This is an optimization exercise on Yosys and OpenROAD, whose aim is small area, not a production implementation.
Function was checked by simulation only, so behaviour that the tests miss may differ from the original.
Power is estimated from default activity; no workload was simulated.

$ cat flow/design.v
module parking (clk, rst, car_entered, car_exited, is_uni_car_entered, is_uni_car_exited,
 uni_parked_car, parked_car, uni_vacated_space, vacated_space, uni_is_vacated_space, is_vacated_space, t
);
    input clk, rst, car_entered, car_exited, is_uni_car_entered, is_uni_car_exited;
    output [9:0] uni_parked_car, parked_car, uni_vacated_space, vacated_space;
    output uni_is_vacated_space, is_vacated_space;
    output [4:0] t;
    reg [4:0] hr;
    reg [8:0] p, up;
    assign t = hr;
    assign parked_car = {1'b0, p};
    assign uni_parked_car = {1'b0, up};
    reg [9:0] cap, ucap;
    always @* begin
        case (hr)
            5'd9, 5'd10, 5'd11, 5'd12, 5'd13: cap = 10'd200;
            5'd14: cap = 10'd250;
            5'd15: cap = 10'd300;
            5'd16: cap = 10'd350;
            default: cap = 10'd500;
        endcase
        ucap = 10'd700 - cap;
    end
    wire [9:0] pz = {1'b0, p}, upz = {1'b0, up};
    wire [10:0] b, ub;
    assign b[0] = 1'b0;
    assign ub[0] = 1'b0;
    genvar i;
    generate
        for (i = 0; i < 10; i = i + 1) begin : sub
            assign vacated_space[i] = cap[i] ^ pz[i] ^ b[i];
            assign b[i+1] = (~cap[i] & pz[i]) | (~(cap[i] ^ pz[i]) & b[i]);
            assign uni_vacated_space[i] = ucap[i] ^ upz[i] ^ ub[i];
            assign ub[i+1] = (~ucap[i] & upz[i]) | (~(ucap[i] ^ upz[i]) & ub[i]);
        end
    endgenerate
    wire [9:0] s = pz + upz;
    wire full = (s == 10'd700);
    wire u500 = (up == 9'd500);
    assign uni_is_vacated_space = ~u500 & ~full;
    wire lt_now = ~vacated_space[9] & (|vacated_space[8:0]);
    assign is_vacated_space = lt_now & ~full;
    reg lt_next;
    always @* begin
        case (hr)
            5'd8: lt_next = p < 9'd200;
            5'd13: lt_next = p < 9'd250;
            5'd14: lt_next = p < 9'd300;
            5'd15: lt_next = p < 9'd350;
            5'd16: lt_next = p != 9'd500;
            default: lt_next = lt_now;
        endcase
    end
    wire p_zero = (p == 9'd0);
    wire u_zero = (up == 9'd0);
    wire p_dec = car_exited & ~is_uni_car_exited & ~p_zero;
    wire u_dec = car_exited & is_uni_car_exited & ~u_zero;
    wire idle = ~p_dec & ~u_dec;
    wire p_inc = idle & car_entered & ~is_uni_car_entered & ~full & lt_next;
    wire u_inc = idle & car_entered & is_uni_car_entered & ~full & ~u500;
    wire [9:0] pa, pd, ua, ud;
    assign pa[0] = p_inc;
    assign pd[0] = p_dec;
    assign ua[0] = u_inc;
    assign ud[0] = u_dec;
    generate
        for (i = 0; i < 9; i = i + 1) begin : cnt
            assign pa[i+1] = pa[i] & p[i];
            assign pd[i+1] = pd[i] & ~p[i];
            assign ua[i+1] = ua[i] & up[i];
            assign ud[i+1] = ud[i] & ~up[i];
        end
    endgenerate
    wire [8:0] p_nx = p ^ (pa[8:0] | pd[8:0]);
    wire [8:0] u_nx = up ^ (ua[8:0] | ud[8:0]);
    wire c8 = &hr[2:0];
    wire [4:0] hr_nx = {c8 ? hr[3] : hr[4], c8 ? ~(hr[3] | hr[4]) : hr[3],
                        hr[2] ^ (hr[1] & hr[0]), hr[1] ^ hr[0], ~hr[0]};
    always @(posedge clk or posedge rst) begin
        if (rst) begin
            hr <= 5'd9;
            p <= 9'd0;
            up <= 9'd0;
        end else begin
            hr <= hr_nx;
            p <= p_nx;
            up <= u_nx;
        end
    end
endmodule
$ cat flow/run.sh
#!/bin/bash
# synth_recipe.tcl (not shown) runs the flow's synth.tcl, then flattens the netlist and writes it again
# the make line also repeats each setting of config.mk as NAME=value (left out here)
make -C /OpenROAD-flow-scripts/flow DESIGN_CONFIG=/design/flow/config.mk WORK_HOME=/design/flow/orfs CLKGATE_MAP_FILE= SYNTH_SCRIPT=/design/flow/synth_recipe.tcl finish
$ cat flow/config.mk
export PLATFORM = sky130hd
export DESIGN_NAME = parking
export DESIGN_NICKNAME = parking
export VERILOG_FILES = /design/flow/design.v
export SDC_FILE = /design/flow/constraint.sdc
export NUM_CORES = 4
export LEC_CHECK = 0
export CAP_MARGIN = 20
export CORE_MARGIN = 2
export CORE_UTILIZATION = 40
export SLEW_MARGIN = 20
$ cat flow/constraint.sdc
create_clock -name core_clock -period 7.0 [get_ports {clk}]
set_input_delay 1.4000 -clock core_clock [delete_from_list [all_inputs] [get_ports {clk}]]
set_output_delay 1.4000 -clock core_clock [all_outputs]
set_load 0.01 [all_outputs]
==> results.toml, run 1 <==
[die]
coreArea_um2 = 6240
dieArea_um2 = 7010
start_util_pct = 40.7
fp.dieH_um = 83.7
rows = 29
io_pins = 53
die_x_um = 83.7

[placed_design]
gp_congestion = 0.909
dp_hpwl_um = 5100
io_buffer_count = 50

[clock_network]
h-tree-depth = 1
cts_tree = "yes"
numCtsBuffers = 3
clkLatencyLatePin_ns = 0.27
clockBufferDepth = 2
clock-sinks = 23
clkTransAtPathRegs_ns = 0.09
cts_root_buf = "clkbuf_8"
hold_buffers = 0

[yosys]
yosysWarnings = 1
avgSynthCellArea_um2 = 9.11
synth_top_cell_area_share_pct = 20.7
ys_top_cells_by_area = "dfrtp_1 21%, fa_1 13%, ha_1 8.4%, xnor2_1 8.3%, inv_1 5.0%"
synth-seq-area-share_pct = 22.7
synthArstFlopShare_pct = 100
yosysUniqueCellTypes = 61
post-synth-top-count-cell = "inv_1"
synth_seq_cells = 23
synth.cell_area_um2 = 2540
synth_edf_count = 0
ys_top_cells_by_count = "34 x inv_1, 24 x xnor2_1, 21 x dfrtp_1"
synthCells = 279
synth_top_area_cell = "dfrtp_1"
synthFlopType = "dfrtp_1"

[worst_setup_path]
r2r_setup_slack_ns = 1.38
slowest_delay_ns = 0.57
startpoint_type = "register"
cp.required_ns = 5.60
reg2reg_to = "p[7]"
critPathKind = "register to output pin"
worstSetupEndpoint = "uni_vacated_space[9]"
cp-startpoint = "hr[0]"
worstPathArrival_ns = 5.34
worst_path_max_delay_cell = "dfstp_2"
r2r-start = "hr[1]"
cp_common_cell = "fa_1"
critical_path.max_fanout = 6
r2r_cells = 24
end_kind = "output pin"
worstPathCellList = "inv_1 -> ha_2 -> a21oi_1 -> and2_4 -> inv_2 -> ha_1 -> inv_1 -> fa_1 -> fa_1 -> fa_1 -> fa_1 -> fa_1 -> fa_1 -> fa_1 -> xnor2_1 -> clkdlybuf4s50_1"

[detailed_routing]
wl_um = 6540
postRouteAntennaNets = 0
drt_iter0_markers = 74
wl_per_cell_um = 16.1
vias_per_cell = 5.42
dr_total_vias = 2194
drc = 0
drt-pass1-iter-count = 4

[final_layout]
drive_above_1_share_pct = 10.7
final_nets = 369
num_antenna_cells = 0
finish.utilization_pct = 51.3
syn_to_final_growth_pct = 25.9

[timing]
tightest_slew_ns = 0.799
fmaxAchievable_mhz = 148
rsz0062_at_grt = "false"
drv_slew = 0
final_hold_viol_count = 0
finClkSkew_ns = 0.00635
tns_ns = 0
fin_crit_ns = 6.74
setup_viol = 0
fin_crit_sh_pct = 96.3
maxSlewHeadroom_pct = 46.3

[grt]
antenna_found_initial = 0
grt-ovfl-total = 0
grt_max_degree = 24
grtUsageTotal_pct = 19.4
grt_pass1_wl_um = 10900
grt_pass1_vias = 2195

[power]
power_density_nw_per_um2 = 438
p_leak_nw = 1.34
ir_worst_vdd_mv = 0.249

[outcome]
outcome = "complete, no violations"

[min_path]
hp-class = "register to register"

[job]
maxCapViolCount = 0
-- cell type report --
class                           instances  area (µm²)
Sequential cell                        23         579
Inverter                               34         128
Tap cell                               77        96.3
Clock inverter                          1        5.00
Clock buffer                            3        41.3
Timing Repair Buffer                   56         556
Fill cell                             593        3040
Multi-Input combinational cell        211        1790
-- what timing repair did --
item | CTS | global route
pin swaps | 1 | 2
setup endpoints to repair | 1 | 3
setup buffers | 0 | 3
resized for setup | 2 | 7
-- kinds of logic after synthesis --
kind of cell,synth area share [%]
other,0.148
buffers and inverters,7.98
adder cells (fa/ha/maj),21.8
multiplexers,0.886
XOR/XNOR,8.96
flip-flops,22.7
AND/OR/NAND/NOR,20.6
AO/OA/AOI/OAI,16.9
-- how the worst min path moves through the flow --
stage,depth (start not counted),start,endpoint
floorplan,1,hr[0],hr[0]
global placement,1,hr[0],hr[0]
detailed placement,1,hr[0],hr[0]
CTS,1,hr[0],hr[0]
global route,1,hr[0],hr[0]
finish,1,hr[0],hr[0]
-- layout by cell type, fill, tap and decap left out, drive strengths merged, types with 3 or more instances in the layout --
| cell | instances |
|---|---|
| clkdlybuf4s50 | 49 |
| inv | 34 |
| fa | 17 |
| buf | 6 |
| a31oi | 12 |
| and2 | 3 |
| nor2 | 12 |
| a21oi | 14 |
| dfrtp | 21 |
| nand2 | 20 |
| nand3 | 7 |
| o21ai | 6 |
| clkbuf | 3 |
| o311ai | 3 |
| nand4 | 3 |
| nor2b | 6 |
| a211oi | 3 |
| or4 | 4 |
| nor3 | 11 |
| nor4 | 8 |
| xnor2 | 24 |
| and3 | 4 |
| ha | 17 |
-- critical path, delay by kind of cell, from the launching register on --
kind | cells | cell delay, ns
AOI/OAI and AO/OA | 1 | 0.19
xor gates and xnor gates | 1 | 0.15
adders and majority gates | 9 | 3.21
buffers and inverters | 4 | 0.76
DFF | 1 | 0.57
and+or+nand+nor | 1 | 0.19
-- registers in the layout, summed over array words and instances (netlist names) --
signal / cells
hr: 5
p: 9
up: 9
-- power breakdown --
group          switching, W  total (W)  internal (W)
sequential         0.000134   0.000318      0.000184
clock             0.0000449  0.0000847     0.0000398
combinational      0.000475   0.000997      0.000523
total              0.000654    0.00140      0.000746
-- metal layers --
| layer | up-vias | track usage [%] | routed length (µm) |
|---|---|---|---|
| met5 | - | 0 | 0 |
| met4 | 0 | 4.11 | 75 |
| met3 | 6 | 3.26 | 265 |
| met2 | 58 | 33.5 | 3200 |
| met1 | 1052 | 25.6 | 2990 |
| li1 | 1078 | - | - |
-- through the flow --
step                      power [W]  setup WS (ns)  instances  instance area [µm²]  hold slack, ns
after floorplan            0.000883           1.01        280                 2540           0.532
after global routing        0.00153         0.0132        405                 3200           0.596
after CTS                   0.00140         0.0617        401                 3140           0.561
after detailed placement    0.00131          0.148        397                 3080           0.537
final                       0.00140          0.260        405                 3200           0.570
after global placement      0.00130          0.139        397                 3080           0.526
==> run 2: changes to the inputs <==
--- a/flow/design.v
+++ b/flow/design.v
@@ -7,2 +7,3 @@
     output [4:0] t;
+    genvar i;
     reg [4:0] hr;
@@ -27,3 +28,2 @@
     assign ub[0] = 1'b0;
-    genvar i;
     generate
@@ -36,4 +36,17 @@
     endgenerate
-    wire [9:0] s = pz + upz;
-    wire full = (s == 10'd700);
+    localparam [9:0] K = 10'd324;
+    wire [9:0] cs_s = pz ^ upz ^ K;
+    wire [9:0] cs_c = (pz & upz) | ((pz | upz) & K);
+    wire [10:0] fc;
+    assign fc[0] = 1'b0;
+    generate
+        for (i = 0; i < 10; i = i + 1) begin : fcmp
+            if (i == 0) begin : b0
+                assign fc[1] = 1'b0;
+            end else begin : bi
+                assign fc[i+1] = (cs_s[i] & cs_c[i-1]) | ((cs_s[i] | cs_c[i-1]) & fc[i]);
+            end
+        end
+    endgenerate
+    wire full = fc[10] | cs_c[9];
     wire u500 = (up == 9'd500);
@@ -42,2 +55,6 @@
     assign is_vacated_space = lt_now & ~full;
+    wire [9:0] v = vacated_space;
+    wire v_gt_m50 = ~v[9] | (v >= 10'd975);      
+    wire v_gt_m150 = ~v[9] | (v >= 10'd875);     
+    wire v_gt_300 = ~v[9] & (v > 10'd300);
     reg lt_next;
@@ -45,7 +62,5 @@
         case (hr)
-            5'd8: lt_next = p < 9'd200;
-            5'd13: lt_next = p < 9'd250;
-            5'd14: lt_next = p < 9'd300;
-            5'd15: lt_next = p < 9'd350;
-            5'd16: lt_next = p != 9'd500;
+            5'd8: lt_next = v_gt_300;
+            5'd13, 5'd14, 5'd15: lt_next = v_gt_m50;
+            5'd16: lt_next = v_gt_m150;
             default: lt_next = lt_now;
==> flow/flow/run.sh (new file) <==
#!/bin/bash
# Own layout flow: the standard synthesis, then its combinational logic
# re-mapped for area by ABC (flip-flops untouched), then the standard ORFS
# layout with minimum-size port buffers.
set -euo pipefail
W=$PWD
F=$W/flow
RES=$W/orfs/results/$FLOW_PLATFORM/parking/base
LIB=$FLOW_HOME/platforms/$FLOW_PLATFORM/lib/sky130_fd_sc_hd__tt_025C_1v80.lib
YOSYS=$FLOW_HOME/../tools/install/yosys/bin/yosys
[[ -x $YOSYS ]] || YOSYS=yosys

bash standard.sh synth > $W/1_synth_standard.log 2>&1
cp $RES/1_2_yosys.v $W/standard_synth.v

sed -e "s#@LIB@#$LIB#g" -e "s#@IN@#$W/standard_synth.v#g" -e "s#@TOP@#$FLOW_TOP#g" \
    -e "s#@ABC@#$F/reopt.abc#g" -e "s#@OUT@#$W/reopt.v#g" $F/reopt.ys > $W/reopt.ys
$YOSYS -s $W/reopt.ys > $W/1_reopt_yosys.log 2>&1

cp $W/reopt.v $RES/1_2_yosys.v
rm -f $RES/1_synth.odb $RES/1_synth.sdc
bash standard.sh "BUFFER_PORTS_ARGS=-buffer_cell sky130_fd_sc_hd__buf_1" \
    "CTS_ARGS=-sink_clustering_enable -sink_clustering_size 30 -sink_clustering_max_diameter 500 -buf_list sky130_fd_sc_hd__clkbuf_8 -root_buf sky130_fd_sc_hd__clkbuf_8 -dont_use_dummy_load -repair_clock_nets" finish > $W/2_layout.log 2>&1
==> flow/flow/reopt.abc (new file) <==
&get -n
&st
&deepsyn -J 100 -T 900
&dch -f
&nf -a
&put
topo
==> flow/flow/reopt.ys (new file) <==
# Re-maps the combinational logic of the standard synthesis netlist for area.
# The flip-flop cells (and their instance names) are kept as they are.
read_liberty -ignore_miss_func @LIB@
blackbox sky130_fd_sc_hd__df* sky130_fd_sc_hd__sdf* sky130_fd_sc_hd__edf* sky130_fd_sc_hd__dl* sky130_fd_sc_hd__sedf* sky130_fd_sc_hd__conb*
read_verilog @IN@
hierarchy -top @TOP@
flatten
opt_clean -purge
stat -liberty @LIB@
abc -liberty @LIB@ -dont_use *probe* -dont_use *lpflow* -script @ABC@
opt_clean -purge
setundef -zero
hilomap -singleton -hicell sky130_fd_sc_hd__conb_1 HI -locell sky130_fd_sc_hd__conb_1 LO
splitnets
opt_clean -purge
stat -liberty @LIB@
read_liberty -lib -ignore_miss_func @LIB@
check -assert
write_verilog -noattr -noexpr -nohex -nodec @OUT@
==> flow/standard.sh (new file) <==
#!/bin/bash
# synth_recipe.tcl (not shown) runs the flow's synth.tcl, then flattens the netlist and writes it again
# the make line also repeats each setting of config.mk as NAME=value (left out here)
make -C /OpenROAD-flow-scripts/flow DESIGN_CONFIG=/design/flow/config.mk WORK_HOME=/design/flow/orfs CLKGATE_MAP_FILE= SYNTH_SCRIPT=/design/flow/synth_recipe.tcl "${@:-finish}"
removed: flow/run.sh
==> results.toml, run 2 <==
[outcome]
outcome = "complete, no violations"

[detailed_routing]
postRouteAntennaNets = 0
wl_per_cell_um = 14.4
drt-pass1-iter-count = 4
dr_total_vias = 2005
vias_per_cell = 5.39
drt_iter0_markers = 139
drc = 0
wl_um = 5360

[placed_design]
io_buffer_count = 50
gp_congestion = 0.889
dp_hpwl_um = 4110

[yosys]
avgSynthCellArea_um2 = 7.79
yosysWarnings = 1
synthCells = 251
synth.cell_area_um2 = 1960

[die]
coreArea_um2 = 4720
dieArea_um2 = 5460
start_util_pct = 41.4
die_x_um = 73.9
rows = 25
io_pins = 53
fp.dieH_um = 73.9

[final_layout]
layout_commonest_cell = "buf_1"
drive_above_1_share_pct = 1.64
layout_common_cells = "50 x buf_1, 34 x nand2_1, 27 x nor2_1"
syn_to_final_growth_pct = 16.2
top_regs = "p x9, up x9, hr x5"
num_antenna_cells = 0
final_nets = 313

[clock_network]
cts_root_buf = "clkbuf_8"
cts_tree = "yes"
clkLatencyLatePin_ns = 0.27
hold_buffers = 0
clkTransAtPathRegs_ns = 0.09
postCtsResizedCells = 0
numCtsBuffers = 3
h-tree-depth = 1
post_cts_buffers = 0
clockBufferDepth = 2
clock-sinks = 23

[job]
maxCapViolCount = 0

[timing]
fmaxAchievable_mhz = 173
fin_crit_ns = 5.79
final_hold_viol_count = 0
finClkSkew_ns = 0.0131
tns_ns = 0
tightest_slew_ns = 0.833
fin_crit_sh_pct = 82.7
setup_viol = 0
maxSlewHeadroom_pct = 44.1
drv_slew = 0
rsz0062_at_grt = "false"

[power]
p_leak_nw = 0.884
ir_worst_vdd_mv = 0.227
totalPowerFinal_w = 0.000927
power_density_nw_per_um2 = 408

[worst_setup_path]
cp.required_ns = 5.60
critPathKind = "register to output pin"
worstPathArrival_ns = 4.39
startpoint_type = "register"
critical_path.max_fanout = 8
end_kind = "output pin"

[grt]
grt_pass1_vias = 1739
grt_pass1_wl_um = 8850
grtUsageTotal_pct = 21.0
antenna_found_initial = 0
grt_max_degree = 24
grt-ovfl-total = 0

[min_path]
hp-class = "register to register"
[run 2: stage by stage]
stage | setup slack [ns] | util (%) | instance area (µm²) | hold WS, ns | std cells
2_1_floorplan | 1.99 | - | 1960 | 0.476 | 252
3_3_place_gp | 1.80 | 47.2 | 2230 | 0.471 | 369
3_5_place_dp | 1.61 | 47.2 | 2230 | 0.477 | 369
4_1_cts | 1.29 | 48.1 | 2270 | 0.500 | 372
5_1_grt | 0.761 | 48.1 | 2270 | 0.522 | 372
6_report | 1.21 | 48.1 | 2270 | 0.497 | 372
[run 2: layer usage]
metal / share of wire, % / wire length (µm) / global-route usage, %
met5: 0 / 0 / 0
met4: 0.95 / 51 / 5.05
met2: 45 / 2410 / 32.3
met1: 50 / 2660 / 31.2
met3: 4.3 / 229 / 2.74
[run 2: final cells by class]
cell class                 count  area [µm²]
clock buffer                   3        41.3
inverter                      10        37.5
tap                           67        83.8
sequential                    23         578
timing repair buffer          50         188
multi-input combinational    219        1340
fill                         503        2450
[run 2: worst paths after layout]
| path | from | to | slack [ns] | depth (start not counted) |
|---|---|---|---|---|
| setup / recovery | hr[2] | uni_vacated_space[9] | 1.21 | 15 |
| hold / removal | hr[0] | hr[0] | 0.50 | 1 |
| setup reg to reg | hr[2] | p[7] | 2.09 | 14 |
| hold reg to reg | hr[0] | hr[0] | 0.50 | 1 |
| max in group asynchronous | rst | p[7] | 5.44 | 2 |
| min in group asynchronous | rst | hr[4] | 1.16 | 2 |
[run 2: report_power, final]
part           internal, W  switching [W]
registers         0.000175       0.000125
clock network    0.0000385      0.0000422
logic             0.000221       0.000325
total             0.000435       0.000492
[run 2: critical path, stage by stage, from the launching register on]
cell and delay, ns:
dfrtp_1 0.45, nor3_1 0.53, mux2i_1 0.29, or3_1 0.47, a21oi_1 0.23, nor2b_1 0.19
nor3_1 0.08, o21ai_0 0.21, nand2_1 0.11, o211ai_1 0.32, nand3_1 0.18, a21oi_1 0.22
a21oi_1 0.09, maj3_1 0.40, o21ai_0 0.17, buf_1 0.17
==> run 3: changes to the inputs <==
--- a/flow/flow/run.sh
+++ b/flow/flow/run.sh
@@ -21,3 +21,2 @@
 rm -f $RES/1_synth.odb $RES/1_synth.sdc
-bash standard.sh "BUFFER_PORTS_ARGS=-buffer_cell sky130_fd_sc_hd__buf_1" \
-    "CTS_ARGS=-sink_clustering_enable -sink_clustering_size 30 -sink_clustering_max_diameter 500 -buf_list sky130_fd_sc_hd__clkbuf_8 -root_buf sky130_fd_sc_hd__clkbuf_8 -dont_use_dummy_load -repair_clock_nets" finish > $W/2_layout.log 2>&1
+bash standard.sh "BUFFER_PORTS_ARGS=-buffer_cell sky130_fd_sc_hd__buf_1" finish > $W/2_layout.log 2>&1
==> results.toml, run 3 <==
[outcome]
outcome = "complete, no violations"

[timing]
fmaxAchievable_mhz = 173
maxSlewHeadroom_pct = 43.8
tightest_slew_ns = 0.838
fin_crit_sh_pct = 82.7
tns_ns = 0
fin_crit_ns = 5.79
final_hold_viol_count = 0
drv_slew = 0
rsz0062_at_grt = "false"
finClkSkew_ns = 0.00490
setup_viol = 0

[final_layout]
drive_above_1_share_pct = 1.96
layout_commonest_cell = "buf_1"
final_nets = 313
layout_common_cells = "50 x buf_1, 34 x nand2_1, 27 x nor2_1"
syn_to_final_growth_pct = 16.4
fin_cells = 373
num_antenna_cells = 0
top_regs = "p x9, up x9, hr x5"

[power]
power_density_nw_per_um2 = 410
ir_worst_vdd_mv = 0.228
p_leak_nw = 0.888

[die]
die_x_um = 73.9
coreArea_um2 = 4720
io_pins = 53
start_util_pct = 41.4
rows = 25
fp.dieH_um = 73.9
dieArea_um2 = 5460

[yosys]
avgSynthCellArea_um2 = 7.79
synth.cell_area_um2 = 1960
yosysWarnings = 1
synthCells = 251

[grt]
antenna_found_initial = 0
grt_pass1_wl_um = 8870
grtUsageTotal_pct = 21.1
grt-ovfl-total = 0
grt_pass1_vias = 1741
grt_max_degree = 24

[job]
maxCapViolCount = 0

[worst_setup_path]
worstPathCellList = "nor3_1 -> mux2i_1 -> or3_1 -> a21oi_1 -> nor2b_1 -> nor3_1 -> o21ai_0 -> nand2_1 -> o211ai_1 -> nand3_1 -> a21oi_1 -> a21oi_1 -> maj3_1 -> o21ai_0 -> buf_1"
worstPathArrival_ns = 4.39
cp_common_cell = "a21oi_1"
worst_path_max_delay_cell = "nor3_1"
cp.required_ns = 5.60
critical_path.max_fanout = 8
slowest_delay_ns = 0.53
end_kind = "output pin"
critPathKind = "register to output pin"
startpoint_type = "register"

[clock_network]
postCtsResizedCells = 0
clock-sinks = 23
post_cts_buffers = 0
numCtsBuffers = 3
clockBufferDepth = 2
clkTransAtPathRegs_ns = 0.09
clkLatencyLatePin_ns = 0.27
cts_tree = "yes"
cts_root_buf = "clkbuf_8"
hold_buffers = 0
h-tree-depth = 1

[detailed_routing]
drc = 0
dr_total_vias = 1994
vias_per_cell = 5.35
wl_per_cell_um = 14.5
postRouteAntennaNets = 0
drt-pass1-iter-count = 4
wl_um = 5400
drt_iter0_markers = 156

[placed_design]
dp_hpwl_um = 4110
dpl.cell_count = 369
io_buffer_count = 50
gp_congestion = 0.889

[min_path]
hp-class = "register to register"
run 3: worst paths after layout:
check                      slack, ns  cells after the start              endpoint  startpoint
max                             1.21                     15  uni_vacated_space[9]       hr[2]
min                             0.50                      1                 hr[0]       hr[0]
max reg2reg                     2.10                     14                  p[7]       hr[2]
min reg2reg                     0.50                      1                 hr[0]       hr[0]
max in group asynchronous       5.45                      2                 up[3]         rst
min in group asynchronous       1.15                      2                  p[1]         rst
run 3: per-layer routing:
layer / vias up / track usage (%) / part of all wire (%)
li1: 1017 / - / -
met1: 913 / 31.3 / 49
met2: 60 / 32.4 / 45
met3: 4 / 2.74 / 5.6
met4: 0 / 5.05 / 0.93
met5: - / 0 / 0
run 3: critical path: cells and delay by family (launching register included):
| kind | cells | cell delay, ns |
|---|---|---|
| flops | 1 | 0.46 |
| buf+inv | 1 | 0.17 |
| mux | 1 | 0.29 |
| simple gates | 6 | 1.56 |
| fa+ha+maj | 1 | 0.40 |
| compound gates | 6 | 1.24 |
run 3: power by group:
part           switching (W)  leakage (nW)  internal [W]  total (W)
clock              0.0000473        0.0255     0.0000399  0.0000872
sequential          0.000125         0.281      0.000175   0.000300
combinational       0.000326         0.581      0.000221   0.000547
total               0.000498         0.888      0.000436   0.000934
run 3: through the flow:
stage / setup slack (ns) / util (%) / total power, W / area (µm²) / hold slack (ns)
2_1_floorplan: 1.99 / - / 0.000658 / 1960 / 0.476
3_3_place_gp: 1.80 / 47.2 / 0.000846 / 2230 / 0.471
3_5_place_dp: 1.61 / 47.2 / 0.000845 / 2230 / 0.477
4_1_cts: 1.29 / 48.2 / 0.000936 / 2280 / 0.500
5_1_grt: 0.761 / 48.2 / 0.00102 / 2280 / 0.522
6_report: 1.21 / 48.2 / 0.000934 / 2280 / 0.497
run 3: final cells by class:
type                       count  area [µm²]
clock buffer                   3        41.3
multi-input combinational    219        1340
timing repair buffer          50         188
inverter                      10        37.5
fill                         504        2450
tap                           67        83.8
sequential                    23         578
clock inverter                 1        5.00
==> run 4: changes to the inputs <==
--- a/flow/design.v
+++ b/flow/design.v
@@ -51,3 +51,3 @@
     wire full = fc[10] | cs_c[9];
-    wire u500 = (up == 9'd500);
+    wire u500 = up[8] & up[7] & up[6] & up[5] & up[4] & up[2];
     assign uni_is_vacated_space = ~u500 & ~full;
--- a/flow/flow/run.sh
+++ b/flow/flow/run.sh
@@ -15,5 +15,21 @@
 
-sed -e "s#@LIB@#$LIB#g" -e "s#@IN@#$W/standard_synth.v#g" -e "s#@TOP@#$FLOW_TOP#g" \
-    -e "s#@ABC@#$F/reopt.abc#g" -e "s#@OUT@#$W/reopt.v#g" $F/reopt.ys > $W/reopt.ys
-$YOSYS -s $W/reopt.ys > $W/1_reopt_yosys.log 2>&1
+# ABC's deepsyn is run from a few random seeds in parallel; the smallest
+# result is kept.
+for S in 1 2 3 4 5 6 7 8; do
+  sed "s/@SEED@/$S/" $F/reopt.abc > $W/reopt_$S.abc
+  sed -e "s#@LIB@#$LIB#g" -e "s#@IN@#$W/standard_synth.v#g" -e "s#@TOP@#$FLOW_TOP#g" \
+      -e "s#@ABC@#$W/reopt_$S.abc#g" -e "s#@OUT@#$W/reopt_$S.v#g" $F/reopt.ys > $W/reopt_$S.ys
+  $YOSYS -s $W/reopt_$S.ys > $W/1_reopt_yosys_$S.log 2>&1 &
+  (( S % 4 )) || wait
+done
+wait
+best=; best_area=
+for S in 1 2 3 4 5 6 7 8; do
+  a=$(grep "Chip area" $W/1_reopt_yosys_$S.log | tail -1 | awk '{print $NF}')
+  [[ -n $a && -s $W/reopt_$S.v ]] || continue
+  if [[ -z $best ]] || awk -v a=$a -v b=$best_area 'BEGIN{exit !(a<b)}'; then best=$S; best_area=$a; fi
+done
+[[ -n $best ]]
+echo "seed $best area $best_area" > $W/reopt_choice.txt
+cp $W/reopt_$best.v $W/reopt.v
 
==> flow/flow/reopt.abc (replaced) <==
&get -n
&st
&deepsyn -J 100 -T 300 -S @SEED@
&put
dch -f
amap -m -F 50 -A 100 -C 1000
topo
==> results.toml, run 4 <==
[outcome]
outcome = "complete, no violations"

[final_layout]
layout_common_cells = "52 x nor2_1, 50 x buf_1, 42 x clkinv_1"
final_nets = 331
fill_cells = 437
top_regs = "p x9, up x9, hr x5"
num_antenna_cells = 0
layout_commonest_cell = "nor2_1"
drive_above_1_share_pct = 1.85
syn_to_final_growth_pct = 17.1
final_area_um2 = 2120

[power]
ir_worst_vdd_mv = 0.175
power_density_nw_per_um2 = 497
p_leak_nw = 0.753

[yosys]
avgSynthCellArea_um2 = 6.76
synthCells = 268
synth.cell_area_um2 = 1810
yosysWarnings = 1

[clock_network]
cts_tree = "yes"
hold_buffers = 0
clockBufferDepth = 2
numCtsBuffers = 3
clock-sinks = 23
h-tree-depth = 1
postCtsResizedCells = 0
clkLatencyLatePin_ns = 0.27
cts_root_buf = "clkbuf_8"
clkTransAtPathRegs_ns = 0.08
post_cts_buffers = 0

[timing]
drv_slew = 0
tightest_slew_ns = 0.890
finClkSkew_ns = 0.00549
maxSlewHeadroom_pct = 39.9
rsz0062_at_grt = "false"
fmaxAchievable_mhz = 163
fin_crit_sh_pct = 87.7
tns_ns = 0
fin_crit_ns = 6.14
final_hold_viol_count = 0
setup_viol = 0

[job]
maxCapViolCount = 0

[worst_setup_path]
cp_common_cell = "nor2_1"
critPathKind = "register to output pin"
critical_path.max_fanout = 6
startpoint_type = "register"
worst_path_max_delay_cell = "dfstp_2"
cp.required_ns = 5.60
slowest_delay_ns = 0.56
crit_family = "compound AO/OA/AOI/OAI gates"
worstPathArrival_ns = 4.74
crit_buf_inv = 5
end_kind = "output pin"

[die]
rows = 24
start_util_pct = 41.6
coreArea_um2 = 4350
dieArea_um2 = 5080
fp.dieH_um = 71.3
die_x_um = 71.3
io_pins = 53

[placed_design]
dp_hpwl_um = 4300
place_area_um2 = 2070
gp_congestion = 0.959
io_buffer_count = 50

[grt]
grt-ovfl-total = 0
grt_max_degree = 24
antenna_found_initial = 0
grt_pass1_wl_um = 9150
grtUsageTotal_pct = 22.5
grt_pass1_vias = 1959

[detailed_routing]
dr_total_vias = 2148
wl_per_cell_um = 14.6
wl_um = 5500
vias_per_cell = 5.71
drt-pass1-iter-count = 4
drt_iter0_markers = 152
drc = 0
postRouteAntennaNets = 0

[min_path]
hp-class = "register to register"
## run 4: area by class of cell
class                      count  area [µm²]  share of cell area [%]
sequential                    23         578                    27.3
tap                           52        65.1                    3.07
inverter                      42         158                    7.44
multi-input combinational    204        1080                    50.9
timing repair buffer          51         195                    9.21
clock buffer                   4        45.0                    2.13
## run 4: worst paths after layout
| path | from | end | slack [ns] | cells past startpoint |
|---|---|---|---|---|
| worst max-delay path | hr[3] | is_vacated_space | 0.86 | 25 |
| worst min-delay path | hr[4] | hr[3] | 0.50 | 1 |
| max in group asynchronous | rst | up[8] | 5.46 | 2 |
| min in group asynchronous | rst | up[0] | 1.15 | 2 |
| worst min register to register | hr[4] | hr[3] | 0.50 | 1 |
| worst max register to register | hr[3] | p[7] | 1.01 | 34 |
## run 4: metal layers
metal | GRT usage (%) | vias up | wire, µm
li1 | - | 1090 | -
met1 | 31.8 | 972 | 2540
met2 | 35.3 | 79 | 2510
met3 | 3.38 | 7 | 365
met4 | 7.34 | 0 | 87
met5 | 0 | - | 0
## run 4: per-stage QoR
stage               std cells  hold WS (ns)  total power [W]  worst slack, ns  utilization, %
finish                    376         0.498          0.00105            0.861            48.7
global route              376         0.537          0.00116            0.277            48.7
CTS                       376         0.499          0.00105            0.966            48.7
detailed placement        372         0.475         0.000961             1.24            47.6
global placement          372         0.482         0.000957             1.33            47.6
floorplan                 269         0.483         0.000745             1.67               -
## run 4: where the power goes
part	switching (W)	internal (W)	total (W)
registers	0.0000939	0.000181	0.000275
clock network	0.0000455	0.0000408	0.0000863
logic	0.000452	0.000241	0.000693
## run 4: worst reg2reg max path: cells and delay by family (launching register included)
family / cells / cell delay (ns)
DFF: 1 / 0.56
AOI/OAI and AO/OA: 14 / 2.37
and+or+nand+nor: 15 / 2.37
buffers and inverters: 5 / 0.61
==> run 5: changes to the inputs <==
--- a/flow/design.v
+++ b/flow/design.v
@@ -53,15 +53,23 @@
     assign uni_is_vacated_space = ~u500 & ~full;
-    wire lt_now = ~vacated_space[9] & (|vacated_space[8:0]);
     assign is_vacated_space = lt_now & ~full;
-    wire [9:0] v = vacated_space;
-    wire v_gt_m50 = ~v[9] | (v >= 10'd975);      
-    wire v_gt_m150 = ~v[9] | (v >= 10'd875);     
-    wire v_gt_300 = ~v[9] & (v > 10'd300);
-    reg lt_next;
+    wire lt200 = ~p[8] & ~(p[7] & p[6] & (p[5] | p[4] | p[3]));
+    wire lt250 = ~p[8] & ~(p[7] & p[6] & p[5] & p[4] & p[3] & (p[2] | p[1]));
+    wire lt300 = ~p[8] | (~p[7] & ~p[6] & ~(p[5] & (p[4] | (p[3] & p[2]))));
+    wire lt350 = ~p[8] | (~p[7] & ~(p[6] & (p[5] | (p[4] & p[3] & p[2] & p[1]))));
+    wire lt500 = ~(p[8] & p[7] & p[6] & p[5] & p[4] & p[2]);
+    reg lt_now, lt_next;
     always @* begin
         case (hr)
-            5'd8: lt_next = v_gt_300;
-            5'd13, 5'd14, 5'd15: lt_next = v_gt_m50;
-            5'd16: lt_next = v_gt_m150;
-            default: lt_next = lt_now;
+            5'd9, 5'd10, 5'd11, 5'd12, 5'd13: lt_now = lt200;
+            5'd14: lt_now = lt250;
+            5'd15: lt_now = lt300;
+            5'd16: lt_now = lt350;
+            default: lt_now = lt500;
+        endcase
+        case (hr)
+            5'd8, 5'd9, 5'd10, 5'd11, 5'd12: lt_next = lt200;
+            5'd13: lt_next = lt250;
+            5'd14: lt_next = lt300;
+            5'd15: lt_next = lt350;
+            default: lt_next = lt500;
         endcase
==> results.toml, run 5 <==
[final_layout]
multiInputGateArea_um2 = 1080
final_nets = 331
top_regs = "p x9, up x9, hr x5"
finish.utilization_pct = 48.5
drive_above_1_share_pct = 1.54
regArea_um2 = 578
fill_cells = 508
layout_commonest_cell = "buf_1"
syn_to_final_growth_pct = 16.8
num_antenna_cells = 0
layout_common_cells = "50 x buf_1, 47 x nor2_1, 36 x clkinv_1"

[clock_network]
clockBufferDepth = 2
clkLatencyLatePin_ns = 0.27
cts_root_buf = "clkbuf_8"
numCtsBuffers = 3
clock-sinks = 23
postCtsResizedCells = 0
post_cts_buffers = 0
hold_buffers = 0
clkTransAtPathRegs_ns = 0.09
cts_tree = "yes"
h-tree-depth = 1

[detailed_routing]
wl_per_cell_um = 14.8
top_layer = "met4"
drc = 0
met1Wirelength_um = 2560
postRouteAntennaNets = 0
dr_wl_met2_um = 2640
drt_iter0_markers = 168
routed-wl-met3_um = 262
vias_per_cell = 5.69
drt-pass1-iter-count = 4
wl_um = 5580
dr_total_vias = 2140

[timing]
maxSlewHeadroom_pct = 42.3
rsz0062_at_grt = "false"
setup_viol = 0
tightest_slew_ns = 0.861
drv_slew = 0
fin_crit_ns = 6.02
tns_ns = 0
fin_crit_sh_pct = 86.0
final_hold_viol_count = 0
finClkSkew_ns = 0.00622
fmaxAchievable_mhz = 166

[worst_setup_path]
cp.required_ns = 5.60
reg2reg_to = "p[6]"
r2r-start = "p[5]"
r2r_setup_slack_ns = 3.40
critPathKind = "register to output pin"
cp-startpoint = "hr[0]"
worstPathArrival_ns = 4.62
startpoint_type = "register"
r2r_cells = 18
end_kind = "output pin"
critical_path.max_fanout = 7

[die]
fp.dieH_um = 71.0
start_util_pct = 41.5
die_x_um = 71.0
rows = 24
io_pins = 53
coreArea_um2 = 4320
dieArea_um2 = 5040

[yosys]
avgSynthCellArea_um2 = 6.67
yosysWarnings = 1
synth.cell_area_um2 = 1790
synthCells = 269

[grt]
grt_max_degree = 24
grt_pass1_vias = 1900
grtUsageTotal_pct = 22.5
antenna_found_initial = 0
grt-ovfl-total = 0
grt_pass1_wl_um = 9100

[min_path]
min_path_cells = 1
hp-start = "hr[0]"
hp-class = "register to register"
whs_endpoint = "hr[0]"

[outcome]
outcome = "complete, no violations"

[power]
power_density_nw_per_um2 = 391
p_leak_nw = 0.769
ir_worst_vdd_mv = 0.169

[placed_design]
dp_hpwl_um = 4400
gp_congestion = 0.906
io_buffer_count = 50

[job]
maxCapViolCount = 0
## run 5: where the power goes
part           switching (W)   total, W  internal, W
logic               0.000307   0.000473     0.000167
registers          0.0000860   0.000257     0.000171
clock network      0.0000477  0.0000884    0.0000408
total               0.000440   0.000819     0.000379
## run 5: per-layer routing
layer,vias up,track usage [%]
met5,-,0
met4,0,6.92
met3,12,2.85
met2,61,37.5
met1,970,30.6
li1,1097,-
## run 5: worst max path at each step
stage / to / slack, ns / cells past startpoint
3_3_place_gp: vacated_space[8] / 1.28 / 20
5_1_grt: uni_vacated_space[8] / 0.44 / 23
3_5_place_dp: vacated_space[8] / 1.30 / 20
4_1_cts: vacated_space[8] / 0.98 / 20
2_1_floorplan: uni_vacated_space[8] / 2.08 / 22
6_report: vacated_space[8] / 0.98 / 20
## run 5: final cells by class
type                    instances  share of cell area (%)
well taps                      52                    3.10
flip-flops and latches         23                    27.6
multi-input cells             211                    51.8
repair buffers                 50                    8.96
inverters                      36                    6.45
clock buffers                   4                    2.15
## run 5: through the flow
| step | instance area (µm²) | power (W) | setup slack (ns) | hold WS [ns] | std cells |
|---|---|---|---|---|---|
| 2_1_floorplan | 1800 | 0.000570 | 2.08 | 0.477 | 270 |
| 3_3_place_gp | 2050 | 0.000729 | 1.28 | 0.472 | 372 |
| 3_5_place_dp | 2050 | 0.000731 | 1.30 | 0.472 | 372 |
| 4_1_cts | 2100 | 0.000822 | 0.984 | 0.493 | 376 |
| 5_1_grt | 2100 | 0.000900 | 0.443 | 0.514 | 376 |
| 6_report | 2100 | 0.000819 | 0.978 | 0.491 | 376 |
## run 5: critical path, cell delays in order, from the launching register on
cell and delay, ns:
dfstp_2 0.57, clkinv_1 0.10, nor2_1 0.18, nand2_1 0.14
nor3_1 0.58, nor2_1 0.17, clkinv_1 0.14, nor2_1 0.13
o21ai_0 0.36, o22ai_1 0.19, o22ai_1 0.27, o22ai_1 0.17
nor2_1 0.17, a21oi_1 0.09, nor2_1 0.16, a21oi_1 0.09
o21ai_0 0.32, o22a_1 0.21, nand2_1 0.06, o21ai_0 0.09
buf_1 0.17
==> run 6: changes to the inputs <==
--- a/flow/design.v
+++ b/flow/design.v
@@ -13,13 +13,16 @@
     assign uni_parked_car = {1'b0, up};
-    reg [9:0] cap, ucap;
-    always @* begin
-        case (hr)
-            5'd9, 5'd10, 5'd11, 5'd12, 5'd13: cap = 10'd200;
-            5'd14: cap = 10'd250;
-            5'd15: cap = 10'd300;
-            5'd16: cap = 10'd350;
-            default: cap = 10'd500;
-        endcase
-        ucap = 10'd700 - cap;
-    end
+    wire r200 = hr[3] & ((~hr[2] & (hr[1] | hr[0])) | (hr[2] & ~hr[1]));
+    wire r250 = hr[3] & hr[2] & hr[1] & ~hr[0];
+    wire r300 = hr[3] & hr[2] & hr[1] & hr[0];
+    wire r350 = hr[4] & ~hr[2] & ~hr[1] & ~hr[0];
+    wire r500 = ~(r200 | r250 | r300 | r350);
+    wire n200 = hr[3] & ~(hr[2] & (hr[1] | hr[0]));
+    wire n250 = hr[3] & hr[2] & ~hr[1] & hr[0];
+    wire n300 = r250;
+    wire n350 = r300;
+    wire n500 = ~(n200 | n250 | n300 | n350);
+    wire [9:0] cap = {1'b0, ~(r200 | r250), ~(r300 | r350), ~r300, ~(r200 | r350),
+                      ~(r200 | r300), ~r500, ~(r200 | r250), r250 | r350, 1'b0};
+    wire [9:0] ucap = {1'b0, ~r500, ~r350, ~r300, r200, ~(r250 | r500),
+                       r350 | r500, r200 | r350, r250 | r350, 1'b0};
     wire [9:0] pz = {1'b0, p}, upz = {1'b0, up};
@@ -59,19 +62,4 @@
     wire lt500 = ~(p[8] & p[7] & p[6] & p[5] & p[4] & p[2]);
-    reg lt_now, lt_next;
-    always @* begin
-        case (hr)
-            5'd9, 5'd10, 5'd11, 5'd12, 5'd13: lt_now = lt200;
-            5'd14: lt_now = lt250;
-            5'd15: lt_now = lt300;
-            5'd16: lt_now = lt350;
-            default: lt_now = lt500;
-        endcase
-        case (hr)
-            5'd8, 5'd9, 5'd10, 5'd11, 5'd12: lt_next = lt200;
-            5'd13: lt_next = lt250;
-            5'd14: lt_next = lt300;
-            5'd15: lt_next = lt350;
-            default: lt_next = lt500;
-        endcase
-    end
+    wire lt_now = (r200 & lt200) | (r250 & lt250) | (r300 & lt300) | (r350 & lt350) | (r500 & lt500);
+    wire lt_next = (n200 & lt200) | (n250 & lt250) | (n300 & lt300) | (n350 & lt350) | (n500 & lt500);
     wire p_zero = (p == 9'd0);
--- a/flow/flow/run.sh
+++ b/flow/flow/run.sh
@@ -17,3 +17,3 @@
 # result is kept.
-for S in 1 2 3 4 5 6 7 8; do
+for S in 1 2 3 4 5 6 7 8 9 10 11 12; do
   sed "s/@SEED@/$S/" $F/reopt.abc > $W/reopt_$S.abc
@@ -26,3 +26,3 @@
 best=; best_area=
-for S in 1 2 3 4 5 6 7 8; do
+for S in 1 2 3 4 5 6 7 8 9 10 11 12; do
   a=$(grep "Chip area" $W/1_reopt_yosys_$S.log | tail -1 | awk '{print $NF}')
==> results.toml, run 6 <==
[worst_setup_path]
cp.required_ns = 5.60
r2r-start = "up[0]"
critPathKind = "register to output pin"
worstPathArrival_ns = 4.37
startpoint_type = "register"
cp-startpoint = "hr[0]"
critical_path.max_fanout = 7
end_kind = "output pin"

[clock_network]
clkTransAtPathRegs_ns = 0.08
clockBufferDepth = 2
hold_buffers = 0
numCtsBuffers = 3
clock-sinks = 23
cts_tree = "yes"
post_cts_buffers = 0
h-tree-depth = 1
clkLatencyLatePin_ns = 0.27
postCtsResizedCells = 0
cts_root_buf = "clkbuf_8"

[timing]
final_hold_viol_count = 0
maxSlewHeadroom_pct = 43.3
fin_crit_sh_pct = 82.4
setup_viol = 0
worst_hold_slack_ns = 0.512
fmaxAchievable_mhz = 173
rsz0062_at_grt = "false"
finClkSkew_ns = 0.00784
tightest_slew_ns = 0.845
fin_ws_ns = 1.23
drv_slew = 0
tns_ns = 0
fin_crit_ns = 5.77

[grt]
grt-ovfl-total = 0
grt_pass1_vias = 1887
antenna_found_initial = 0
grt_pass1_wl_um = 8960
grtUsageTotal_pct = 22.1
grt_max_degree = 24

[die]
dieArea_um2 = 4990
start_util_pct = 41.1
fp.dieH_um = 70.6
coreArea_um2 = 4320
die_x_um = 70.6
io_pins = 53
rows = 24

[placed_design]
dp_hpwl_um = 4240
gp_congestion = 0.850
io_buffer_count = 50
pre_cts_slack_ns = 1.57
place_area_um2 = 2040

[detailed_routing]
vias_per_cell = 5.61
drc = 0
dr_total_vias = 2110
postRouteAntennaNets = 0
drt_iter0_markers = 130
wl_um = 5440
drt-pass1-iter-count = 4
wl_per_cell_um = 14.5

[final_layout]
fill_cells = 478
syn_to_final_growth_pct = 17.5
regArea_um2 = 578
drive_above_1_share_pct = 2.16
num_antenna_cells = 0
final_nets = 331
final_area_um2 = 2090
layout_common_cells = "50 x nor2_1, 50 x buf_1, 41 x clkinv_1"
top_regs = "p x9, up x9, hr x5"
multiInputGateArea_um2 = 1050

[outcome]
outcome = "complete, no violations"

[job]
maxCapViolCount = 0

[power]
ir_worst_vdd_mv = 0.191
power_density_nw_per_um2 = 426
p_leak_nw = 0.776

[yosys]
synthCells = 268
yosysWarnings = 1
avgSynthCellArea_um2 = 6.62
synth.cell_area_um2 = 1780

[min_path]
hp-start = "hr[0]"
hp-class = "register to register"
## run 6: cell types whose count changed in the layout (fill, tap and decap cells not counted), sizes merged, moves of 3 or more
cell and change:
o22ai +5, o21ai -4, a21o -3, nand2 +3, a41oi +3, clkinv +6
nand3 -4, or3 -3, nor2 +3
## run 6: layer usage
layer / GRT usage, % / part of all wire (%) / up-vias
met5: 0 / 0 / -
met4: 7.97 / 2.5 / 0
met3: 2.71 / 7.7 / 12
met2: 33.4 / 43 / 94
met1: 32.6 / 47 / 909
li1: - / - / 1095
## run 6: final cells by class
cell class	count	share of cell area (%)
sequential	23	27.7
inverter	41	7.38
clock inverter	1	0.240
tap	52	3.12
multi-input combinational	205	50.2
clock buffer	3	1.98
timing repair buffer	51	9.36
## run 6: power breakdown
part,internal [W],leakage [nW],switching [W],total [W]
logic,0.000184,0.474,0.000351,0.000535
registers,0.000177,0.276,0.0000895,0.000267
clock network,0.0000398,0.0255,0.0000465,0.0000863
## run 6: critical path, cell delays in order, from the launching register on
cell and delay [ns]:
dfstp_2 0.58, clkinv_1 0.12, nor3_1 0.34, clkinv_1 0.21, nor2_1 0.42, nor2_1 0.13, clkinv_1 0.10, nor2_1 0.07
clkinv_1 0.11, o22ai_1 0.11, o22ai_1 0.17, nor2_1 0.08, a21oi_1 0.20, o22ai_1 0.16, o22ai_1 0.29, nor3_1 0.08
a31oi_1 0.27, o22ai_1 0.13, a21oi_1 0.22, nand2_1 0.07, o21ai_0 0.07, buf_1 0.17
## run 6: path summary, 6_finish.rpt
kind,endpoint,slack [ns],cells past startpoint
worst min register to register,hr[0],0.51,1
worst min-delay path,hr[0],0.51,1
min in group asynchronous,p[0],1.15,2
worst max-delay path,vacated_space[8],1.23,21
worst max register to register,up[7],3.44,17
max in group asynchronous,hr[4],5.45,2
## run 6: through the flow
| stage | instances | total power [W] | util, % |
|---|---|---|---|
| after floorplan | 269 | 0.000624 | - |
| final | 376 | 0.000888 | 48.2 |
| after global routing | 376 | 0.000973 | 48.2 |
| after global placement | 372 | 0.000800 | 47.2 |
| after detailed placement | 372 | 0.000799 | 47.2 |
| after CTS | 376 | 0.000889 | 48.2 |
==> run 7: changes to the inputs <==
--- a/flow/flow/run.sh
+++ b/flow/flow/run.sh
@@ -37,2 +37,4 @@
 rm -f $RES/1_synth.odb $RES/1_synth.sdc
-bash standard.sh "BUFFER_PORTS_ARGS=-buffer_cell sky130_fd_sc_hd__buf_1" finish > $W/2_layout.log 2>&1
+bash standard.sh "BUFFER_PORTS_ARGS=-buffer_cell sky130_fd_sc_hd__buf_1" \
+    "CTS_ARGS=-sink_clustering_enable -repair_clock_nets -root_buf sky130_fd_sc_hd__clkbuf_16 -buf_list sky130_fd_sc_hd__clkbuf_16" \
+    finish > $W/2_layout.log 2>&1
==> results.toml, run 7 <==
[timing]
fin_ws_ns = 1.21
rsz0062_at_grt = "false"
fin_crit_ns = 5.79
setup_viol = 0
finClkSkew_ns = 0.00632
tightest_slew_ns = 0.860
fmaxAchievable_mhz = 173
fin_crit_sh_pct = 82.7
tns_ns = 0
drv_slew = 0
final_hold_viol_count = 0
maxSlewHeadroom_pct = 42.3

[final_layout]
final_nets = 331
syn_to_final_growth_pct = 19.4
num_antenna_cells = 0
layout_common_cells = "50 x nor2_1, 50 x buf_1, 41 x clkinv_1"
top_regs = "p x9, up x9, hr x5"
finish.utilization_pct = 49.0
drive_above_1_share_pct = 2.16
fin_cells = 376

[die]
die_x_um = 70.6
coreArea_um2 = 4320
start_util_pct = 41.1
rows = 24
dieArea_um2 = 4990
fp.dieH_um = 70.6
io_pins = 53

[worst_setup_path]
end_kind = "output pin"
worstPathCellList = "clkinv_1 -> nor3_1 -> clkinv_1 -> nor2_1 -> nor2_1 -> clkinv_1 -> nor2_1 -> clkinv_1 -> o22ai_1 -> o22ai_1 -> nor2_1 -> a21oi_1 -> o22ai_1 -> o22ai_1 -> nor3_1 -> a31oi_1 -> o22ai_1 -> a21oi_1 -> nand2_1 -> o21ai_0 -> buf_1"
cp.required_ns = 5.60
cp_common_cell = "o22ai_1"
r2r-start = "up[0]"
critical_path.max_fanout = 7
cp-startpoint = "hr[0]"
worst_path_max_delay_cell = "dfstp_2"
startpoint_type = "register"
slowest_delay_ns = 0.57
worstPathArrival_ns = 4.39
critPathKind = "register to output pin"

[min_path]
hp-class = "register to register"
hp-start = "hr[0]"

[power]
switchingPower_w = 0.000494
ir_worst_vdd_mv = 0.191
totalPowerFinal_w = 0.000932
intPower_w = 0.000439
combPwrFrac_pct = 57.5
power_frac_clock_pct = 13.7
share_seq_of_total_power_pct = 28.8
power_density_nw_per_um2 = 440
swShare_pct = 52.9
p_leak_nw = 0.792

[detailed_routing]
dr_wl_met2_um = 2400
drt-pass1-iter-count = 4
dr_total_vias = 2089
met1Wirelength_um = 2650
vias_per_cell = 5.56
postRouteAntennaNets = 0
top_layer = "met4"
wl_um = 5430
routed-wl-met3_um = 264
drt_iter0_markers = 131
wl_per_cell_um = 14.4
drc = 0

[yosys]
avgSynthCellArea_um2 = 6.62
yosysWarnings = 1
synth.cell_area_um2 = 1780
synthCells = 268

[clock_network]
clkTransAtPathRegs_ns = 0.06
clkLatencyLatePin_ns = 0.26
cts_root_buf = "clkbuf_16"
numCtsBuffers = 3
postCtsResizedCells = 0
hold_buffers = 0
h-tree-depth = 1
cts_tree = "yes"
post_cts_buffers = 0
clockBufferDepth = 2
clock-sinks = 23

[placed_design]
pre_cts_slack_ns = 1.57
gp_congestion = 0.850
dp_hpwl_um = 4240
dpl.cell_count = 372
io_buffer_count = 50

[outcome]
outcome = "complete, no violations"

[grt]
grt_pass1_wl_um = 8950
grt-ovfl-total = 0
grt_max_degree = 24
grtUsageTotal_pct = 22.2
antenna_found_initial = 0
grt_pass1_vias = 1887

[job]
maxCapViolCount = 0
run 7: changes by cell type in the layout (fill, tap and decap cells not counted):
cell,change
clkbuf_16,+3
clkbuf_8,-3
run 7: per-layer routing:
metal  global-route usage, %  vias to the layer above
li1                        -                     1095
met1                    32.5                      918
met2                    34.0                       66
met3                    2.56                       10
met4                    7.97                        0
met5                       0                        -
run 7: area by class of cell:
cell class                 instances  area (µm²)
clock inverter                     1        5.00
timing repair buffer              51         195
sequential                        23         578
inverter                          41         154
multi-input combinational        205        1050
fill                             474        2200
clock buffer                       3        75.1
tap                               52        65.1
run 7: final timing paths:
check / to / slack [ns] / cells after the start
max: vacated_space[8] / 1.21 / 21
min: hr[0] / 0.51 / 1
max reg2reg: p[6] / 3.47 / 15
min reg2reg: hr[0] / 0.51 / 1
max in group asynchronous: hr[4] / 5.42 / 2
min in group asynchronous: p[0] / 1.17 / 2
run 7: critical path, delay by kind of cell, from the launching register on:
kind	cells	cell delay [ns]
compound gates	9	1.63
buf+inv	5	0.71
flops	1	0.57
simple gates	7	1.21
run 7: power groups by stage:
stage               clock network [W]  logic (W)  registers, W
detailed placement                  0   0.000529      0.000270
finish                       0.000128   0.000536      0.000268
floorplan                           0   0.000354      0.000270
CTS                          0.000128   0.000534      0.000268
global route                 0.000134   0.000599      0.000280
global placement                    0   0.000528      0.000272
run 7: through the flow:
stage / cell area, µm² / hold WS [ns]
2_1_floorplan: 1780 / 0.488
3_3_place_gp: 2040 / 0.477
3_5_place_dp: 2040 / 0.490
4_1_cts: 2120 / 0.504
5_1_grt: 2120 / 0.518
6_report: 2120 / 0.507
==> run 8: changes to the inputs <==
==> flow/flow/run.sh (replaced) <==
#!/bin/bash
# Own layout flow: the standard synthesis, then its combinational logic
# re-mapped for area by ABC (flip-flops untouched), then the standard ORFS
# layout with minimum-size port buffers.
set -euo pipefail
W=$PWD
F=$W/flow
RES=$W/orfs/results/$FLOW_PLATFORM/parking/base
LIB=$FLOW_HOME/platforms/$FLOW_PLATFORM/lib/sky130_fd_sc_hd__tt_025C_1v80.lib
YOSYS=$FLOW_HOME/../tools/install/yosys/bin/yosys
[[ -x $YOSYS ]] || YOSYS=yosys

bash standard.sh synth > $W/1_synth_standard.log 2>&1
cp $RES/1_2_yosys.v $W/standard_synth.v

# ABC's deepsyn is run from several random seeds, with two choice
# computations (reopt.abc, reopt_r.abc), four at a time; the smallest result
# is kept.
RUNS=
for S in $(seq 1 16); do RUNS="$RUNS $S:reopt $S:reopt_r"; done
n=0
for R in $RUNS; do
  S=${R%%:*}; A=${R#*:}; K=${A}_$S
  sed "s/@SEED@/$S/" $F/$A.abc > $W/$K.abc
  sed -e "s#@LIB@#$LIB#g" -e "s#@IN@#$W/standard_synth.v#g" -e "s#@TOP@#$FLOW_TOP#g" \
      -e "s#@ABC@#$W/$K.abc#g" -e "s#@OUT@#$W/$K.v#g" $F/reopt.ys > $W/$K.ys
  $YOSYS -s $W/$K.ys > $W/1_yosys_$K.log 2>&1 &
  n=$((n + 1))
  (( n % 4 )) || wait
done
wait
best=; best_area=
for R in $RUNS; do
  S=${R%%:*}; A=${R#*:}; K=${A}_$S
  a=$(grep "Chip area" $W/1_yosys_$K.log | tail -1 | awk '{print $NF}')
  [[ -n $a && -s $W/$K.v ]] || continue
  if [[ -z $best ]] || awk -v a=$a -v b=$best_area 'BEGIN{exit !(a<b)}'; then best=$K; best_area=$a; fi
done
[[ -n $best ]]
echo "$best area $best_area" > $W/reopt_choice.txt
cp $W/$best.v $W/reopt.v

cp $W/reopt.v $RES/1_2_yosys.v
rm -f $RES/1_synth.odb $RES/1_synth.sdc
bash standard.sh "BUFFER_PORTS_ARGS=-buffer_cell sky130_fd_sc_hd__buf_1" finish > $W/2_layout.log 2>&1
==> flow/flow/reopt_r.abc (new file) <==
&get -n
&st
&deepsyn -J 100 -T 300 -S @SEED@
&put
dch -f -r
amap -m -F 50 -A 100 -C 1000
topo
==> results.toml, run 8 <==
[power]
ir_worst_vdd_mv = 0.191
share_seq_of_total_power_pct = 30.0
combPwrFrac_pct = 60.3
switchingPower_w = 0.000487
swShare_pct = 54.8
p_leak_nw = 0.776
power_frac_clock_pct = 9.7
power_density_nw_per_um2 = 426
intPower_w = 0.000401

[placed_design]
dp_hpwl_um = 4240
gp_congestion = 0.850
pre_cts_slack_ns = 1.57
io_buffer_count = 50

[min_path]
hp-class = "register to register"

[detailed_routing]
dr_total_vias = 2110
wl_um = 5440
drc = 0
postRouteAntennaNets = 0
vias_per_cell = 5.61
drt_iter0_markers = 130
wl_per_cell_um = 14.5
drt-pass1-iter-count = 4

[final_layout]
layout_common_cells = "50 x nor2_1, 50 x buf_1, 41 x clkinv_1"
regArea_um2 = 578
fill_cells = 478
num_antenna_cells = 0
multiInputGateArea_um2 = 1050
drive_above_1_share_pct = 2.16
syn_to_final_growth_pct = 17.5
top_regs = "p x9, up x9, hr x5"
final_nets = 331

[timing]
fin_crit_ns = 5.77
rsz0062_at_grt = "false"
tightest_slew_ns = 0.845
tns_ns = 0
fin_ws_ns = 1.23
fmaxAchievable_mhz = 173
final_hold_viol_count = 0
setup_viol = 0
maxSlewHeadroom_pct = 43.3
drv_slew = 0
finClkSkew_ns = 0.00784
fin_crit_sh_pct = 82.4

[grt]
grt_pass1_vias = 1887
grtUsageTotal_pct = 22.1
antenna_found_initial = 0
grt-ovfl-total = 0
grt_max_degree = 24
grt_pass1_wl_um = 8960

[clock_network]
h-tree-depth = 1
clkLatencyLatePin_ns = 0.27
cts_tree = "yes"
clkTransAtPathRegs_ns = 0.08
numCtsBuffers = 3
postCtsResizedCells = 0
clock-sinks = 23
cts_root_buf = "clkbuf_8"
clockBufferDepth = 2
post_cts_buffers = 0
hold_buffers = 0

[die]
rows = 24
die_x_um = 70.6
io_pins = 53
dieArea_um2 = 4990
start_util_pct = 41.1
fp.dieH_um = 70.6
coreArea_um2 = 4320

[worst_setup_path]
worst_path_max_delay_cell = "dfstp_2"
startpoint_type = "register"
cp_common_cell = "o22ai_1"
cp.required_ns = 5.60
slowest_delay_ns = 0.58
critPathKind = "register to output pin"
end_kind = "output pin"
crit_family = "compound AO/OA/AOI/OAI gates"
worstPathCellList = "clkinv_1 -> nor3_1 -> clkinv_1 -> nor2_1 -> nor2_1 -> clkinv_1 -> nor2_1 -> clkinv_1 -> o22ai_1 -> o22ai_1 -> nor2_1 -> a21oi_1 -> o22ai_1 -> o22ai_1 -> nor3_1 -> a31oi_1 -> o22ai_1 -> a21oi_1 -> nand2_1 -> o21ai_0 -> buf_1"
worstPathArrival_ns = 4.37
crit_buf_inv = 5
critical_path.max_fanout = 7

[yosys]
yosysWarnings = 1
avgSynthCellArea_um2 = 6.62
synth.cell_area_um2 = 1780
synthCells = 268

[outcome]
outcome = "complete, no violations"

[job]
maxCapViolCount = 0
[run 8: path summary, 6_finish.rpt]
check | depth (start not counted) | end | start | slack (ns)
min | 1 | hr[0] | hr[0] | 0.51
max | 21 | vacated_space[8] | hr[0] | 1.23
max reg2reg | 17 | up[7] | up[0] | 3.44
min reg2reg | 1 | hr[0] | hr[0] | 0.51
min in group asynchronous | 2 | p[0] | rst | 1.15
max in group asynchronous | 2 | hr[4] | rst | 5.45
[run 8: cell type report]
type | instances | area share (%)
Clock buffer | 3 | 1.98
Sequential cell | 23 | 27.7
Timing Repair Buffer | 51 | 9.36
Inverter | 41 | 7.38
Multi-Input combinational cell | 205 | 50.2
Clock inverter | 1 | 0.240
Tap cell | 52 | 3.12
[run 8: layer usage]
| metal | share of wire, % | GRT usage, % | vias up |
|---|---|---|---|
| li1 | - | - | 1095 |
| met3 | 7.7 | 2.71 | 12 |
| met4 | 2.5 | 7.97 | 0 |
| met5 | 0 | 0 | - |
| met2 | 43 | 33.4 | 94 |
| met1 | 47 | 32.6 | 909 |
[run 8: power groups by stage]
stage	Sequential [W]	Clock (W)	Combinational, W
final	0.000267	0.0000863	0.000535
after global routing	0.000280	0.0000945	0.000599
after CTS	0.000268	0.0000872	0.000534
after detailed placement	0.000270	0	0.000529
after global placement	0.000272	0	0.000528
after floorplan	0.000270	0	0.000354
[run 8: worst register-to-register path: stages, from the launching register on]
cell      delay, ns
dfrtp_1        0.50
clkinv_1       0.27
o22ai_1        0.16
o21ai_0        0.12
or3_1          0.39
nand3_1        0.10
nand3b_1       0.08
o21ai_0        0.10
o221a_1        0.23
o221a_1        0.28
a41oi_1        0.10
a41oi_1        0.39
nor2_1         0.16
clkinv_1       0.11
nor2_1         0.08
o21ai_0        0.15
nor2_1         0.10
a21o_1         0.16
[run 8: through the flow]
step	hold WS (ns)	area [µm²]	instances	total power [W]	utilization (%)
floorplan	0.488	1780	269	0.000624	-
global placement	0.477	2040	372	0.000800	47.2
detailed placement	0.490	2040	372	0.000799	47.2
CTS	0.511	2090	376	0.000889	48.2
global route	0.527	2090	376	0.000973	48.2
finish	0.512	2090	376	0.000888	48.2

port drivers added, routing unchanged:
In the flow no input, the clock included, has a driving cell. The finished layouts below were timed again as built, in two steps. Step 1: set_driving_cell puts a clkbuf_16 on clk and a buf_2 on each other input, an assumption about the parent block. Step 2 also shifts input and output timing later by t, the mid clock arrival at the registers, as if the neighbouring blocks saw the same clock. Slacks: no drivers / after step 1 / after step 2; pairs: no drivers / after step 1.
run	t, ns	setup slack, ns	worst setup path after step 2	worst register clock-pin slew, ns	cell pins on the clock port's net
run 1	0.294	0.260 / 0.231 / 0.525	register to output	0.09 / 0.09	1
run 2	0.289	1.212 / 1.185 / 1.474	register to output	0.09 / 0.09	1
run 3	0.297	1.211 / 1.184 / 1.481	register to output	0.09 / 0.09	1
run 4	0.297	0.861 / 0.834 / 1.012	register to register	0.09 / 0.09	1
run 5	0.295	0.978 / 0.951 / 1.247	register to output	0.09 / 0.09	1
run 6	0.295	1.234 / 1.208 / 1.503	register to output	0.09 / 0.09	1
run 7	0.291	1.214 / 1.183 / 1.475	register to output	0.06 / 0.06	1
run 8	0.295	1.234 / 1.208 / 1.503	register to output	0.09 / 0.09	1
After both steps setup and hold are still met in every run listed.
